Context: an optimization exercise on an open-source flow, tuned for small area. The choices shown serve that exercise and are no tape-out recipe.
At most, simulation tests tie the RTL to the original design; equivalence was not proved.
No activity file was given, so power comes from the tool's default toggle rates.

==> flow/design.v (excerpt) <==
module UART_FPGA(
	input clock,
	input reset,
	input baud_sel,
	input TXstart,
	input [7:0] TX_data_in,
	output TXbusy,
	output parity_error,
	output stop_bit_error,
	output [1:0] BAUD_RATE,
	output [6:0] segment_data,
	output [3:0] AN
	);
For scale: about 61 flip-flops.
==> flow/config.mk <==
export PLATFORM = sky130hd
export DESIGN_NAME = UART_FPGA
export DESIGN_NICKNAME = UART_FPGA
export VERILOG_FILES = /design/flow/design.v
export SDC_FILE = /design/flow/constraint.sdc
export NUM_CORES = 4
export LEC_CHECK = 0
export CAP_MARGIN = 20
export CORE_MARGIN = 2
export CORE_UTILIZATION = 40
export SLEW_MARGIN = 20
==> flow/constraint.sdc <==
create_clock -name core_clock -period 10.0 [get_ports {clock}]
set_input_delay 2.0000 -clock core_clock [delete_from_list [all_inputs] [get_ports {clock}]]
set_output_delay 2.0000 -clock core_clock [all_outputs]
set_load 0.01 [all_outputs]
standard.sh (not shown) runs the stock make flow with config.mk's settings and CLKGATE_MAP_FILE= SYNTH_SCRIPT=/design/flow/synth_recipe.tcl, a recipe that flattens the netlist after the stock synthesis.
==> flow/flow/run.sh <==
#!/bin/bash
# Own layout flow: the standard flow (standard.sh) with
#  - synthesis: flow/my_synth.tcl (several ABC area scripts, the smallest result
#    kept; no adder extraction; same registers, names and cell types as the
#    standard synthesis)
#  - port buffers: buf_1 instead of clkdlybuf4s50_1
#  - CTS: clkbuf_4 clock buffers, no dummy loads
# Each tool's output is in orfs/logs/; make's own output in standard.log.
set -euo pipefail
FD=$(cd "$(dirname "${BASH_SOURCE[0]}")" && pwd)
bash standard.sh \
  SYNTH_SCRIPT=$FD/my_synth.tcl \
  ABC_AREA=1 \
  BUFFER_PORTS_ARGS="-buffer_cell sky130_fd_sc_hd__buf_1" \
  CTS_ARGS="-sink_clustering_enable -repair_clock_nets -buf_list sky130_fd_sc_hd__clkbuf_4 -root_buf sky130_fd_sc_hd__clkbuf_4 -sink_clustering_size 20 -dont_use_dummy_load" \
  finish > standard.log 2>&1
==> flow/flow/abc_s10.script <==
strash
&get -n
&deepsyn -T 30 -S 10
&put
dch -f
amap
topo
==> flow/flow/abc_s11.script <==
strash
&get -n
&deepsyn -T 30 -S 11
&put
dch -f
amap
topo
==> flow/flow/abc_s4.script <==
strash
&get -n
&deepsyn -T 30 -S 4
&put
dch -f
amap
topo
==> flow/flow/abc_s5.script <==
strash
&get -n
&deepsyn -T 30 -S 5
&put
dch -f
amap
topo
==> flow/flow/abc_s6.script <==
strash
&get -n
&deepsyn -T 30 -S 6
&put
dch -f
amap
topo
==> flow/flow/abc_s7.script <==
strash
&get -n
&deepsyn -T 30 -S 7
&put
dch -f
amap
topo
==> flow/flow/abc_s8.script <==
strash
&get -n
&deepsyn -T 30 -S 8
&put
dch -f
amap
topo
==> flow/flow/abc_s9.script <==
strash
&get -n
&deepsyn -T 30 -S 9
&put
dch -f
amap
topo
Other scripts of this flow, unchanged in this note and not shown: flow/flow/abc_b8.script, flow/flow/abc_c2.script, flow/flow/abc_e3.script, flow/flow/abc_e4.script, flow/flow/abc_e5.script, flow/flow/my_synth.tcl
Change:
==> flow/flow/abc_b3.script (new file) <==
strash
 dc2
 dch -f
 amap
 topo
==> flow/flow/abc_d1.script (new file) <==
strash
 dc2
 if -K 6
 mfs2 -W 4 -M 5000
 strash
 &get -n
 &deepsyn -T 30
 &put
 dch -f
 amap
 topo
==> flow/flow/abc_g4.script (new file) <==
strash
 &get -n
 &deepsyn -T 120 -S 5
 &put
 dch -f
 amap
 topo
removed: flow/flow/abc_s10.script
removed: flow/flow/abc_s11.script
removed: flow/flow/abc_s4.script
removed: flow/flow/abc_s5.script
removed: flow/flow/abc_s6.script
removed: flow/flow/abc_s7.script
removed: flow/flow/abc_s8.script
removed: flow/flow/abc_s9.script
Worst hold slack does not change; global-route usage stays the same; via count is unchanged; critical path depth is unchanged.
No functional check of the RTL was part of any run of this note.

UART_FPGA, a different RTL version from the one above (not shown whole).
For scale: roughly 290 cells after synthesis, about 61 flip-flops, about 2700 um2 of cells after synthesis.
export LEC_CHECK = 0
export CAP_MARGIN = 20
export CORE_MARGIN = 2
export CORE_UTILIZATION = 40
export SLEW_MARGIN = 20
create_clock -name core_clock -period 10.0 [get_ports {clock}]
==> flow/flow/run.sh <==
#!/bin/bash
# Own layout flow: the standard flow (standard.sh) with
#  - synthesis: flow/my_synth.tcl (stronger ABC area script, no adder extraction;
#    same registers, names and cell types as the standard synthesis)
#  - port buffers: buf_1 instead of clkdlybuf4s50_1
#  - CTS: small clock buffers, no dummy loads
set -euo pipefail
FD=$(cd "$(dirname "${BASH_SOURCE[0]}")" && pwd)
bash standard.sh \
  SYNTH_SCRIPT=$FD/my_synth.tcl \
  ABC_AREA=1 \
  BUFFER_PORTS_ARGS="-buffer_cell sky130_fd_sc_hd__buf_1" \
  CTS_ARGS="-sink_clustering_enable -repair_clock_nets -buf_list sky130_fd_sc_hd__clkbuf_8 -root_buf sky130_fd_sc_hd__clkbuf_8 -sink_clustering_size 64 -sink_clustering_max_diameter 200 -dont_use_dummy_load" \
  finish > standard.log 2>&1
==> flow/flow/abc_area.script <==
strash
 &get -n
 &deepsyn -T 30
 &put
 dch -f
 amap
 topo
==> flow/flow/my_synth.tcl <==
# The standard flow's synthesis script (synth_recipe.tcl) with two changes that touch only
# combinational logic: ABC runs flow/abc_area.script instead of ORFS's, and
# full/half adders are not extracted (ABC sees the adder logic as plain gates).
set my_flow_dir [file dirname [file normalize [info script]]]
proc synth {args} { yosys synth -nofsm -noshare {*}$args }
proc abc {args} {
  global my_flow_dir
  set i [lsearch -exact $args -script]
  if { $i >= 0 } { lset args [expr { $i + 1 }] $my_flow_dir/abc_area.script }
  yosys abc {*}$args
}
proc extract_fa {args} { puts "extract_fa skipped" }
source $::env(SCRIPTS_DIR)/synth.tcl
# left out here: clear keep_hierarchy, flatten, clean up, hide names made inside functions, write 1_2_yosys.v
Then changed:
--- a/flow/flow/run.sh
+++ b/flow/flow/run.sh
@@ -13 +13 @@
-  CTS_ARGS="-sink_clustering_enable -repair_clock_nets -buf_list sky130_fd_sc_hd__clkbuf_8 -root_buf sky130_fd_sc_hd__clkbuf_8 -sink_clustering_size 64 -sink_clustering_max_diameter 200 -dont_use_dummy_load" \
+  CTS_ARGS="-sink_clustering_enable -repair_clock_nets -buf_list sky130_fd_sc_hd__clkbuf_4 -root_buf sky130_fd_sc_hd__clkbuf_8 -sink_clustering_size 30 -sink_clustering_max_diameter 200 -dont_use_dummy_load" \
What happened:
- wire length does not change
- worst setup slack does not change
- combinational power hardly moves
- via count is unchanged
- synthesized area is unchanged
- sequential share of layout area stays the same
- critical path depth stays the same
Function was not checked in any run of this note: the RTL went through the layout flow alone.

## run A
Another version of the RTL of UART_FPGA (not shown whole).
For scale: ~290 cells after synthesis, ~61 flip-flops, roughly 28 I/O pins, roughly 2700 sq um of cells after synthesis.
export LEC_CHECK = 0
export CAP_MARGIN = 20
export CORE_MARGIN = 2
export CORE_UTILIZATION = 60
export PLACE_DENSITY = 0.75
export SLEW_MARGIN = 20
create_clock -name core_clock -period 10.0 [get_ports {clock}]
==> flow/flow/run.sh <==
#!/bin/bash
# Own layout flow: the standard flow (standard.sh) with
#  - synthesis: flow/my_synth.tcl (several ABC area scripts, the smallest result
#    kept; no adder extraction; same registers, names and cell types as the
#    standard synthesis)
#  - port buffers: buf_1 instead of clkdlybuf4s50_1
#  - CTS: clkbuf_4 clock buffers, no dummy loads
# Each tool's output is in orfs/logs/; make's own output in standard.log.
set -euo pipefail
FD=$(cd "$(dirname "${BASH_SOURCE[0]}")" && pwd)
bash standard.sh \
  SYNTH_SCRIPT=$FD/my_synth.tcl \
  ABC_AREA=1 \
  BUFFER_PORTS_ARGS="-buffer_cell sky130_fd_sc_hd__buf_1" \
  CTS_ARGS="-sink_clustering_enable -repair_clock_nets -buf_list sky130_fd_sc_hd__clkbuf_2 -root_buf sky130_fd_sc_hd__clkbuf_4 -sink_clustering_size 20 -dont_use_dummy_load" \
  finish > standard.log 2>&1
==> flow/flow/abc_b3.script <==
strash
 dc2
 dch -f
 amap
 topo
==> flow/flow/abc_d1.script <==
strash
 dc2
 if -K 6
 mfs2 -W 4 -M 5000
 strash
 &get -n
 &deepsyn -T 30
 &put
 dch -f
 amap
 topo
==> flow/flow/abc_g4.script <==
strash
 &get -n
 &deepsyn -T 120 -S 5
 &put
 dch -f
 amap
 topo
Other scripts of this flow, unchanged in this note and not shown: flow/flow/abc_b8.script, flow/flow/abc_c2.script, flow/flow/abc_e3.script, flow/flow/abc_e4.script, flow/flow/abc_e5.script, flow/flow/my_synth.tcl
#### Input delta (run B over run A)
Settings: clearing PLACE_DENSITY, which used to be 0.75; swapping 60 for 40 in CORE_UTILIZATION.
--- a/flow/flow/run.sh
+++ b/flow/flow/run.sh
@@ -13,4 +13,4 @@
   ABC_AREA=1 \
   BUFFER_PORTS_ARGS="-buffer_cell sky130_fd_sc_hd__buf_1" \
-  CTS_ARGS="-sink_clustering_enable -repair_clock_nets -buf_list sky130_fd_sc_hd__clkbuf_2 -root_buf sky130_fd_sc_hd__clkbuf_4 -sink_clustering_size 20 -dont_use_dummy_load" \
+  CTS_ARGS="-sink_clustering_enable -repair_clock_nets -buf_list sky130_fd_sc_hd__clkbuf_4 -root_buf sky130_fd_sc_hd__clkbuf_4 -sink_clustering_size 20 -dont_use_dummy_load" \
   finish > standard.log 2>&1
==> flow/flow/abc_s10.script (new file) <==
strash
&get -n
&deepsyn -T 30 -S 10
&put
dch -f
amap
topo
==> flow/flow/abc_s11.script (new file) <==
strash
&get -n
&deepsyn -T 30 -S 11
&put
dch -f
amap
topo
==> flow/flow/abc_s4.script (new file) <==
strash
&get -n
&deepsyn -T 30 -S 4
&put
dch -f
amap
topo
==> flow/flow/abc_s5.script (new file) <==
strash
&get -n
&deepsyn -T 30 -S 5
&put
dch -f
amap
topo
==> flow/flow/abc_s6.script (new file) <==
strash
&get -n
&deepsyn -T 30 -S 6
&put
dch -f
amap
topo
==> flow/flow/abc_s7.script (new file) <==
strash
&get -n
&deepsyn -T 30 -S 7
&put
dch -f
amap
topo
==> flow/flow/abc_s8.script (new file) <==
strash
&get -n
&deepsyn -T 30 -S 8
&put
dch -f
amap
topo
==> flow/flow/abc_s9.script (new file) <==
strash
&get -n
&deepsyn -T 30 -S 9
&put
dch -f
amap
topo
removed: flow/flow/abc_b3.script
removed: flow/flow/abc_d1.script
removed: flow/flow/abc_g4.script
Notes after the runs:
Run A ended up with simple AND/OR/NAND/NOR gates as its dominant combinational cell family by area after synthesis; run B ended up with compound AO/OA/AOI/OAI gates. Per the comparison of run B with run A, share of power burned in combinational logic grew by 1.3 points; arrival time at the worst endpoint shrank by 0.16 ns. Re final non-filler cell area: run A was lower than run B.
> inputs changed (run B -> run C)
==> flow/flow/abc_b3.script (new file) <==
strash
 dc2
 dch -f
 amap
 topo
==> flow/flow/abc_d1.script (new file) <==
strash
 dc2
 if -K 6
 mfs2 -W 4 -M 5000
 strash
 &get -n
 &deepsyn -T 30
 &put
 dch -f
 amap
 topo
==> flow/flow/abc_g4.script (new file) <==
strash
 &get -n
 &deepsyn -T 120 -S 5
 &put
 dch -f
 amap
 topo
removed: flow/flow/abc_s10.script
removed: flow/flow/abc_s11.script
removed: flow/flow/abc_s4.script
removed: flow/flow/abc_s5.script
removed: flow/flow/abc_s6.script
removed: flow/flow/abc_s7.script
removed: flow/flow/abc_s8.script
removed: flow/flow/abc_s9.script
[summary]
Taking run B as the reference, in run C number of placement rows saw little to no change; least setup slack across all paths after layout saw a decrease; worst endpoint data arrival time saw an increase. Run C against run B: effective utilization at floorplan held steady, post-route cell area held steady, total power shrank by about 1.3%, number of non-clock inverters shrank by 6. The via count on run B is in line with that on run C.
What run D does differently from run C at the input level:
==> flow/flow/abc_s10.script (new file) <==
strash
&get -n
&deepsyn -T 30 -S 10
&put
dch -f
amap
topo
==> flow/flow/abc_s11.script (new file) <==
strash
&get -n
&deepsyn -T 30 -S 11
&put
dch -f
amap
topo
==> flow/flow/abc_s12.script (new file) <==
strash
&get -n
&deepsyn -T 30 -S 12
&put
dch -f
amap
topo
==> flow/flow/abc_s13.script (new file) <==
strash
&get -n
&deepsyn -T 30 -S 13
&put
dch -f
amap
topo
==> flow/flow/abc_s14.script (new file) <==
strash
&get -n
&deepsyn -T 30 -S 14
&put
dch -f
amap
topo
==> flow/flow/abc_s15.script (new file) <==
strash
&get -n
&deepsyn -T 30 -S 15
&put
dch -f
amap
topo
==> flow/flow/abc_s16.script (new file) <==
strash
&get -n
&deepsyn -T 30 -S 16
&put
dch -f
amap
topo
==> flow/flow/abc_s17.script (new file) <==
strash
&get -n
&deepsyn -T 30 -S 17
&put
dch -f
amap
topo
==> flow/flow/abc_s18.script (new file) <==
strash
&get -n
&deepsyn -T 30 -S 18
&put
dch -f
amap
topo
==> flow/flow/abc_s19.script (new file) <==
strash
&get -n
&deepsyn -T 30 -S 19
&put
dch -f
amap
topo
==> flow/flow/abc_s4.script (new file) <==
strash
&get -n
&deepsyn -T 30 -S 4
&put
dch -f
amap
topo
==> flow/flow/abc_s5.script (new file) <==
strash
&get -n
&deepsyn -T 30 -S 5
&put
dch -f
amap
topo
==> flow/flow/abc_s6.script (new file) <==
strash
&get -n
&deepsyn -T 30 -S 6
&put
dch -f
amap
topo
==> flow/flow/abc_s7.script (new file) <==
strash
&get -n
&deepsyn -T 30 -S 7
&put
dch -f
amap
topo
==> flow/flow/abc_s8.script (new file) <==
strash
&get -n
&deepsyn -T 30 -S 8
&put
dch -f
amap
topo
==> flow/flow/abc_s9.script (new file) <==
strash
&get -n
&deepsyn -T 30 -S 9
&put
dch -f
amap
topo
removed: flow/flow/abc_b3.script
removed: flow/flow/abc_d1.script
removed: flow/flow/abc_g4.script
Delta (run D minus run C): internal power has remained practically unchanged; share of the synthesized area in compound gates (AO/OA/AOI/OAI) increased 0.52 points. Run D and run C ended up with nearly the same worst hold slack. Cell area: run D vs run C — no meaningful difference. | die area | run C vs run D | ≈ equal |. In the metrics for run D and run C, the one carrying the higher clock network fraction of design power is run D. ~same clock power in run D and run C.

afterwards: timing with drivers on the ports:
The flow's constraints put no driver on any port. The routed layouts listed below were extracted and timed again, unchanged, in two steps. Step 1, drivers: a clkbuf_16 drives clock and a buf_2 each remaining input, both assumed. Step 2 also shifts input and output timing later by t, the mid clock arrival at the registers, as if the neighbouring blocks saw the same clock. Three values: ideal ports, drivers, drivers and shift; two values: the first two.
run	shift t [ns]	slack for setup (ns)	hold slack, ns	worst setup path at the end	worst data-port slew with drivers (ns)
the first run of note 1	0.405	3.217 / 3.190 / 3.595	0.375 / 0.375 / 0.375	register to output	0.03
the second run of note 1	0.405	3.217 / 3.190 / 3.595	0.375 / 0.375 / 0.375	register to output	0.03
the first run of note 2	0.348	4.079 / 4.052 / 4.400	0.354 / 0.354 / 0.354	register to output	0.03
the second run of note 2	0.348	4.079 / 4.052 / 4.400	0.354 / 0.354 / 0.354	register to output	0.03
run A	0.397	3.799 / 3.772 / 4.169	0.371 / 0.371 / 0.371	register to output	0.04
run B	0.398	3.955 / 3.929 / 4.327	0.372 / 0.372 / 0.372	register to output	0.05
run C	0.402	3.734 / 3.709 / 4.111	0.372 / 0.372 / 0.372	register to output	0.04
run D	0.398	3.955 / 3.929 / 4.327	0.372 / 0.372 / 0.372	register to output	0.05
After both steps every run listed still meets setup and hold.
